From an optimization exercise on the open Yosys and OpenROAD flow, aimed at small area; shortcuts taken in it are not production practice.
Where RTL was checked, it was by simulation tests only, not by an equivalence proof against the original.
The flow treats the clock pin as an ideal source. Dropping or thinning the clock tree relies on that and would not hold on a real chip.
Power is estimated from default activity; no workload was simulated.

## job 1765
==> flow/design.v (excerpt) <==
module i2s_to_tdm
#(
	parameter G_BITS = 16
)(
	input wire in_mclk,
	input wire in_reset,
	input wire in_sclk,
	input wire in_fclk,
	input wire in_din,
	output wire out_sclk,
	output wire out_fclk,
	output wire out_dout
);
Settings: LEC_CHECK=0, CAP_MARGIN=20, CORE_MARGIN=2, CORE_UTILIZATION=40, SLEW_MARGIN=20; clock period 81.38 ns.
standard.sh (not shown) runs the stock make flow with config.mk's settings and CLKGATE_MAP_FILE= SYNTH_SCRIPT=/design/flow/synth_recipe.tcl, a recipe that flattens the netlist after the stock synthesis.
==> flow/flow/run.sh <==
#!/bin/bash
# Own flow: the standard layout (unchanged synthesis, floorplan, power grid
# and tap cells), with these changes:
#  - clock tree synthesis without dummy loads,
#  - port buffers of the smallest buffer,
#  - the buffers ABC put in during synthesis removed before placement.
# Every tool's output goes to the ORFS logs under orfs/logs; make's own
# output goes to standard.log here.
set -euo pipefail
export CTS_ARGS="-sink_clustering_enable -repair_clock_nets -dont_use_dummy_load"
export BUFFER_PORTS_ARGS="-buffer_cell sky130_fd_sc_hd__buf_1"
export REMOVE_ABC_BUFFERS=1
bash standard.sh "CTS_ARGS=$CTS_ARGS" "BUFFER_PORTS_ARGS=$BUFFER_PORTS_ARGS" \
	"REMOVE_ABC_BUFFERS=$REMOVE_ABC_BUFFERS" finish > standard.log 2>&1
Here is what was changed in the inputs of job 1976 compared with job 1765.
--- a/flow/flow/run.sh
+++ b/flow/flow/run.sh
@@ -10 +10 @@
-export CTS_ARGS="-sink_clustering_enable -repair_clock_nets -dont_use_dummy_load"
+export CTS_ARGS="-sink_clustering_enable -repair_clock_nets -dont_use_dummy_load -sink_clustering_size 100 -sink_clustering_max_diameter 1000 -buf_list sky130_fd_sc_hd__clkbuf_16"
--- outcome ---
[compare] base=job 1765 new=job 1976: total power higher, total detailed-routing wirelength has increased, length of routed met2 wiring rose by 0.42%, mean number of vias per cell now sits at about the same level. When job 1976 is set beside job 1765, its clock network fraction of total power turns out to be 8.9 points larger. Job 1976: growth of design area from synthesis to finish 3.1 points above job 1765.
Edits applied to the flow inputs when going from job 1976 to job 791:
--- a/flow/flow/run.sh
+++ b/flow/flow/run.sh
@@ -10 +10 @@
-export CTS_ARGS="-sink_clustering_enable -repair_clock_nets -dont_use_dummy_load -sink_clustering_size 100 -sink_clustering_max_diameter 1000 -buf_list sky130_fd_sc_hd__clkbuf_16"
+export CTS_ARGS="-sink_clustering_enable -repair_clock_nets -dont_use_dummy_load -buf_list sky130_fd_sc_hd__clkbuf_4 -root_buf sky130_fd_sc_hd__clkbuf_4 -sink_clustering_size 8"
[summary]
From job 1976 to job 791 the numbers moved as follows: combinational share of power has increased; final critical path time including I/O delays and setup has decreased. ~same total number of nets in the final design in job 1976 and job 791. Final worst hold slack up 7.8 ps in job 791 wrt job 1976.
## Diff of input files: job 3197 against job 791
==> flow/run.sh (new file) <==
#!/bin/bash
# synth_recipe.tcl (not shown) runs the flow's synth.tcl, then flattens the netlist and writes it again
# the make line also repeats each setting of config.mk as NAME=value (left out here)
make -C /OpenROAD-flow-scripts/flow DESIGN_CONFIG=/design/flow/config.mk WORK_HOME=/design/flow/orfs CLKGATE_MAP_FILE= SYNTH_SCRIPT=/design/flow/synth_recipe.tcl finish
--- a/flow/config.mk
+++ b/flow/config.mk
@@ -10,0 +11,2 @@
+export CTS_CLUSTER_DIAMETER = 500
+export CTS_CLUSTER_SIZE = 100
removed: flow/flow/run.sh
removed: flow/standard.sh
--- outcome ---
Job 791 → job 3197: cell area reported after detailed placement rose by 44 µm²; setup slack after layout fell by 450 ps; routed length on met2 fell by about 2%; total power rose by 0.011 mW. Changes observed in job 3197 relative to job 791: final cell count without fillers rose 2.2%, largest stage delay on the critical path fell 20 ps. Worst vdd rail ir drop of job 3197 exceeds that of job 791 by more than 10%. Taking job 791 as the reference point, the critical path data required time of job 3197 falls by 50 ps.
No functional check of the RTL was part of any run of this note.

* * *

i2s_to_tdm again, from the RTL that the note above started with.
Settings: LEC_CHECK=0, CAP_MARGIN=20, CORE_MARGIN=2, CORE_UTILIZATION=40, CTS_BUF_LIST=sky130_fd_sc_hd__clkbuf_8, CTS_CLUSTER_DIAMETER=500, CTS_CLUSTER_SIZE=100, SLEW_MARGIN=20; clock period 81.38 ns.
run.sh (not shown) runs the stock make flow with config.mk's settings and CLKGATE_MAP_FILE= SYNTH_SCRIPT=/design/flow/synth_recipe.tcl, a recipe that flattens the netlist after the stock synthesis.
Stock flow here: none of the scripts above is used.
The baseline passed the timing, DRC and antenna checks.
Change:
==> flow/flow/run.sh (new file) <==
#!/bin/bash
# Own flow: the standard layout (unchanged synthesis, floorplan, power grid
# and tap cells), with these changes:
#  - clock tree synthesis without dummy loads,
#  - port buffers of the smallest buffer,
#  - the buffers ABC put in during synthesis removed before placement.
# Every tool's output goes to the ORFS logs under orfs/logs; make's own
# output goes to standard.log here.
set -euo pipefail
export CTS_ARGS="-sink_clustering_enable -repair_clock_nets -dont_use_dummy_load -buf_list sky130_fd_sc_hd__clkbuf_4 -root_buf sky130_fd_sc_hd__clkbuf_4"
export BUFFER_PORTS_ARGS="-buffer_cell sky130_fd_sc_hd__buf_1"
export REMOVE_ABC_BUFFERS=1
bash standard.sh "CTS_ARGS=$CTS_ARGS" "BUFFER_PORTS_ARGS=$BUFFER_PORTS_ARGS" \
	"REMOVE_ABC_BUFFERS=$REMOVE_ABC_BUFFERS" finish > standard.log 2>&1
==> flow/standard.sh (new file) <==
#!/bin/bash
# synth_recipe.tcl (not shown) runs the flow's synth.tcl, then flattens the netlist and writes it again
# the make line also repeats each setting of config.mk as NAME=value (left out here)
make -C /OpenROAD-flow-scripts/flow DESIGN_CONFIG=/design/flow/config.mk WORK_HOME=/design/flow/orfs CLKGATE_MAP_FILE= SYNTH_SCRIPT=/design/flow/synth_recipe.tcl "${@:-finish}"
--- a/flow/config.mk
+++ b/flow/config.mk
@@ -11,3 +10,0 @@
-export CTS_BUF_LIST = sky130_fd_sc_hd__clkbuf_8
-export CTS_CLUSTER_DIAMETER = 500
-export CTS_CLUSTER_SIZE = 100
removed: flow/run.sh
The new run produced a clean layout.
Power fell by 15%.
Clock power fell by about 40%.
Final cell count fell by 2.1%.
Clock skew rose by 14 ps.
Utilization fell by 2.0 points.
Routed wire length stays the same.
Fmax rose by 2.5%.
Synthesized cell count stays the same.
Setup slack improves by 440 ps.
No run of this note included a check of the RTL's function; only the layout flow was run.

* * *

i2s_to_tdm, a different RTL version from the one above (not shown whole).
For scale: about 220 cells after synthesis, roughly 82 flip-flops, roughly 8 I/O pins, ~3100 um2 of cells after synthesis.
Settings: LEC_CHECK=0, CAP_MARGIN=20, CORE_MARGIN=2, CORE_UTILIZATION=40, SLEW_MARGIN=20; clock period 81.38 ns.
standard.sh (not shown) runs the stock make flow with config.mk's settings and CLKGATE_MAP_FILE= SYNTH_SCRIPT=/design/flow/synth_recipe.tcl, a recipe that flattens the netlist after the stock synthesis.
==> flow/flow/run.sh <==
#!/bin/bash
# Own flow: the standard layout (unchanged synthesis, floorplan, power grid
# and tap cells, placement, routing), with these changes:
#  - port buffers of the smallest buffer,
#  - the buffers ABC put in during synthesis removed before placement,
#  - the clock tree rebuilt after clock tree synthesis by flow/clock_tree.tcl:
#    the first of CLOCK_TREES (groups, buffer cell; smallest area first)
#    whose worst clock-pin slew is estimated at most CLOCK_SLEW_TARGET_PS,
#    each buffer driving the flip-flops of one part of the core.
# Every tool's output goes to the ORFS logs under orfs/logs; make's own
# output goes to standard.log here.
set -euo pipefail
export CTS_ARGS="-sink_clustering_enable -repair_clock_nets -dont_use_dummy_load"
export BUFFER_PORTS_ARGS="-buffer_cell sky130_fd_sc_hd__buf_1"
export REMOVE_ABC_BUFFERS=1
export POST_CTS_TCL="$PWD/flow/clock_tree.tcl"
export CLOCK_TREES="{2 sky130_fd_sc_hd__clkbuf_16} {4 sky130_fd_sc_hd__clkbuf_8} {3 sky130_fd_sc_hd__clkbuf_16} {5 sky130_fd_sc_hd__clkbuf_8} {6 sky130_fd_sc_hd__clkbuf_8} {4 sky130_fd_sc_hd__clkbuf_16} {7 sky130_fd_sc_hd__clkbuf_8} {8 sky130_fd_sc_hd__clkbuf_8} {10 sky130_fd_sc_hd__clkbuf_8} {12 sky130_fd_sc_hd__clkbuf_8}"
export CLOCK_ROOT_BUF=sky130_fd_sc_hd__clkbuf_4
export CLOCK_SLEW_TARGET_PS=110
bash standard.sh "CTS_ARGS=$CTS_ARGS" "BUFFER_PORTS_ARGS=$BUFFER_PORTS_ARGS" \
	"REMOVE_ABC_BUFFERS=$REMOVE_ABC_BUFFERS" "POST_CTS_TCL=$POST_CTS_TCL" finish > standard.log 2>&1
==> flow/flow/clock_tree.tcl <==
set clk_port_net in_mclk
set trees $::env(CLOCK_TREES)
set root_cell $::env(CLOCK_ROOT_BUF)
# slews come in ns
set target [expr {$::env(CLOCK_SLEW_TARGET_PS) * 1e-3}]

set db [ord::get_db]
set block [ord::get_db_block]
set root [$block findNet $clk_port_net]

# walk the existing tree from the clock port: buffers and their nets, and sinks
set sinks {}
set tree_insts {}
set tree_nets {}
set todo [list $root]
while {[llength $todo]} {
  set net [lindex $todo 0]
  set todo [lrange $todo 1 end]
  foreach it [$net getITerms] {
    if {![$it isInputSignal]} { continue }
    set inst [$it getInst]
    set m [[$inst getMaster] getName]
    if {[string match "*clkbuf*" $m] || [string match "*__buf_*" $m]} {
      lappend tree_insts $inst
      foreach ot [$inst getITerms] {
        if {[$ot isOutputSignal]} {
          set on [$ot getNet]
          if {$on ne "NULL" && $on ne ""} { lappend tree_nets $on; lappend todo $on }
        }
      }
    } elseif {[string match "*inv*" $m]} {
      error "inverter $m in the clock tree"
    } else {
      lappend sinks $it
    }
  }
}
puts "clock_tree: [llength $sinks] sinks, removing [llength $tree_insts] buffers"
foreach it $sinks { $it disconnect }
foreach inst $tree_insts { odb::dbInst_destroy $inst }
foreach net $tree_nets { odb::dbNet_destroy $net }

proc sink_xy {it} {
  set b [[$it getInst] getBBox]
  return [list [expr {([$b xMin] + [$b xMax]) / 2}] [expr {([$b yMin] + [$b yMax]) / 2}]]
}

# recursive bisection into k groups along the longer side
proc bisect {items k} {
  if {$k <= 1} { return [list $items] }
  set pts {}
  set xs {}; set ys {}
  foreach it $items {
    lassign [sink_xy $it] x y
    lappend pts [list $it $x $y]
    lappend xs $x; lappend ys $y
  }
  set xs [lsort -integer $xs]; set ys [lsort -integer $ys]
  set w [expr {[lindex $xs end] - [lindex $xs 0]}]
  set h [expr {[lindex $ys end] - [lindex $ys 0]}]
  set idx [expr {$w >= $h ? 1 : 2}]
  set pts [lsort -integer -index $idx $pts]
  set k1 [expr {$k / 2}]
  set n1 [expr {int(round(double([llength $pts]) * $k1 / $k))}]
  set a {}; set b {}
  set i 0
  foreach p $pts {
    if {$i < $n1} { lappend a [lindex $p 0] } else { lappend b [lindex $p 0] }
    incr i
  }
  return [concat [bisect $a $k1] [bisect $b [expr {$k - $k1}]]]
}

proc centroid {its} {
  set sx 0; set sy 0
  foreach it $its { lassign [sink_xy $it] x y; incr sx $x; incr sy $y }
  set n [llength $its]
  return [list [expr {$sx / $n}] [expr {$sy / $n}]]
}

proc add_buf {cell name in_net out_name x y} {
  set inst [odb::dbInst_create [ord::get_db_block] [[ord::get_db] findMaster $cell] $name]
  set net [odb::dbNet_create [ord::get_db_block] $out_name]
  $net setSigType CLOCK
  [$inst findITerm A] connect $in_net
  [$inst findITerm X] connect $net
  $inst setLocation $x $y
  $inst setPlacementStatus PLACED
  return [list $inst $net]
}

proc worst_clk_slew {sinks} {
  estimate_parasitics -placement
  set worst 0
  foreach it $sinks {
    set iname [[$it getInst] getName]
    if {[catch {set s [get_property [get_pins "$iname/CLK"] slew_max]}]} { return 1e9 }
    if {$s > $worst} { set worst $s }
  }
  return $worst
}

set done 0
foreach tree $trees {
  lassign $tree k cell
  set made_insts {}; set made_nets {}
  set feed $root
  if {$k > 4} {
    lassign [centroid $sinks] cx cy
    lassign [add_buf $root_cell clkbuf_root $root clknet_root $cx $cy] inst net
    lappend made_insts $inst; lappend made_nets $net
    set feed $net
  }
  set gi 0
  foreach g [bisect $sinks $k] {
    lassign [centroid $g] cx cy
    lassign [add_buf $cell clkbuf_grp_$gi $feed clknet_grp_$gi $cx $cy] inst net
    lappend made_insts $inst; lappend made_nets $net
    foreach it $g { $it connect $net }
    puts "clock_tree: $k x $cell: group $gi: [llength $g] sinks, buffer at ($cx, $cy)"
    incr gi
  }
  set w [worst_clk_slew $sinks]
  puts "clock_tree: $k x $cell: worst estimated flip-flop clock slew [expr {$w * 1e3}] ps"
  if {$w <= $target} { set done 1; break }
  foreach it $sinks { $it disconnect }
  foreach inst $made_insts { odb::dbInst_destroy $inst }
  foreach net $made_nets { odb::dbNet_destroy $net }
}
if {!$done} { error "clock_tree: no tree in CLOCK_TREES meets the slew target" }

detailed_placement
check_placement -verbose
puts "clock_tree: after legalisation: worst estimated flip-flop clock slew [expr {[worst_clk_slew $sinks] * 1e3}] ps"
report_clock_skew
The starting point went through all stages and came out clean.
Then changed:
--- a/flow/flow/run.sh
+++ b/flow/flow/run.sh
@@ -4,3 +4,5 @@
 #  - port buffers of the smallest buffer,
-#  - the buffers ABC put in during synthesis removed before placement,
+#  - the buffers ABC put in during synthesis removed before placement, and
+#    every other combinational cell given its smallest drive strength
+#    (flow/downsize.tcl); placement's repair then sizes up what it must,
 #  - the clock tree rebuilt after clock tree synthesis by flow/clock_tree.tcl:
@@ -16,6 +18,8 @@
 export POST_CTS_TCL="$PWD/flow/clock_tree.tcl"
+export POST_FLOORPLAN_TCL="$PWD/flow/downsize.tcl"
 export CLOCK_TREES="{2 sky130_fd_sc_hd__clkbuf_16} {4 sky130_fd_sc_hd__clkbuf_8} {3 sky130_fd_sc_hd__clkbuf_16} {5 sky130_fd_sc_hd__clkbuf_8} {6 sky130_fd_sc_hd__clkbuf_8} {4 sky130_fd_sc_hd__clkbuf_16} {7 sky130_fd_sc_hd__clkbuf_8} {8 sky130_fd_sc_hd__clkbuf_8} {10 sky130_fd_sc_hd__clkbuf_8} {12 sky130_fd_sc_hd__clkbuf_8}"
 export CLOCK_ROOT_BUF=sky130_fd_sc_hd__clkbuf_4
-export CLOCK_SLEW_TARGET_PS=110
+export CLOCK_SLEW_TARGET_PS=115
 bash standard.sh "CTS_ARGS=$CTS_ARGS" "BUFFER_PORTS_ARGS=$BUFFER_PORTS_ARGS" \
-	"REMOVE_ABC_BUFFERS=$REMOVE_ABC_BUFFERS" "POST_CTS_TCL=$POST_CTS_TCL" finish > standard.log 2>&1
+	"REMOVE_ABC_BUFFERS=$REMOVE_ABC_BUFFERS" "POST_CTS_TCL=$POST_CTS_TCL" \
+	"POST_FLOORPLAN_TCL=$POST_FLOORPLAN_TCL" finish > standard.log 2>&1
==> flow/flow/downsize.tcl (new file) <==
# POST_FLOORPLAN hook: give every combinational cell the smallest drive
# strength of its kind (synthesis sizes cells for speed the design does not
# need); placement's repair_design then sizes up or buffers only the nets
# that break the slew and capacitance limits. Flip-flops keep their cells.
set db [ord::get_db]
set block [ord::get_db_block]
set n 0
foreach inst [$block getInsts] {
  set m [$inst getMaster]
  set name [$m getName]
  if {![regexp {^(sky130_fd_sc_hd__[a-z0-9]+)_([0-9]+)$} $name -> base size]} { continue }
  if {[regexp {__(df|edf|sdf|sedf|dl|tap|fill|decap|conb|diode)} $name]} { continue }
  set best $m
  foreach s {0 1 2} {
    set c [$db findMaster ${base}_$s]
    if {$c eq "NULL" || $c eq ""} { continue }
    if {[catch {set dont [$c isDontUse]}]} { set dont 0 }
    if {$dont} { continue }
    if {[$c getWidth] < [$best getWidth]} { set best $c }
  }
  if {$best ne $m} {
    $inst swapMaster $best
    incr n
  }
}
puts "downsize: $n cells given a smaller drive strength"
- CAP_MARGIN: 20 -> 0
- CORE_UTILIZATION: 40 -> 85
- SLEW_MARGIN: 20 -> 0
Effect: First-iteration DRC count rises by 45%; sequential share of layout area came out higher by 3.0 points; worst hold slack improves by 28 ps; total power falls by 4.2%; final area fell by 4.1%; combinational power is about the same; synthesized cell count stays the same; flip-flop and latch count is unchanged; via count rises by 11%; routed wire length increases by 15%; die area is lower by 51%.
Then changed:
--- a/flow/flow/run.sh
+++ b/flow/flow/run.sh
@@ -21,3 +21,3 @@
 export CLOCK_ROOT_BUF=sky130_fd_sc_hd__clkbuf_4
-export CLOCK_SLEW_TARGET_PS=115
+export CLOCK_SLEW_TARGET_PS=110
 bash standard.sh "CTS_ARGS=$CTS_ARGS" "BUFFER_PORTS_ARGS=$BUFFER_PORTS_ARGS" \
- CORE_UTILIZATION: 85 -> 65
=>
- The changed run finished clean
- fmax increases by 0.44%
- final area rose by 0.87%
- first-iteration DRC count goes down by 53%
- cell count climbs by 1.9%
- clock skew stays flat
- power grows by 3.3%
No run of this note takes its clock network from TritonCTS; it comes from the design's own scripts or RTL.

-- what the ideal ports hide --
No port has a modelled driver above. Below, the same layouts with a new extraction and two added sets of constraints.
Step 1 sets driving cells, clkbuf_16 on the clock port and buf_2 on the other inputs (assumed; they add their load-dependent delay and slew).
Step 2 also shifts input and output timing later by t, the mid clock arrival at the registers, as if the neighbouring blocks saw the same clock.
Slacks: ideal ports / drivers / drivers and shift; pairs: ideal ports / drivers.
run	shift t [ns]	slack for setup (ns)	worst slew at a driven data input, ns
job 1765	0.363	63.644 / 63.651 / 63.288	0.03
job 1976	0.352	63.623 / 63.634 / 63.282	0.03
job 791	0.425	63.691 / 63.695 / 63.270	0.03
job 3197	0.366	63.244 / 63.251 / 62.885	0.03
the first run of note 2	0.365	63.246 / 63.253 / 62.888	0.03
the second run of note 2	0.425	63.691 / 63.695 / 63.270	0.03
the first run of note 3	0.221	63.746 / 63.788 / 63.568	0.03
the second run of note 3	0.216	63.296 / 63.320 / 63.104	0.03
the third run of note 3	0.217	63.375 / 63.416 / 63.199	0.03
After both steps setup and hold are still met in every run listed.
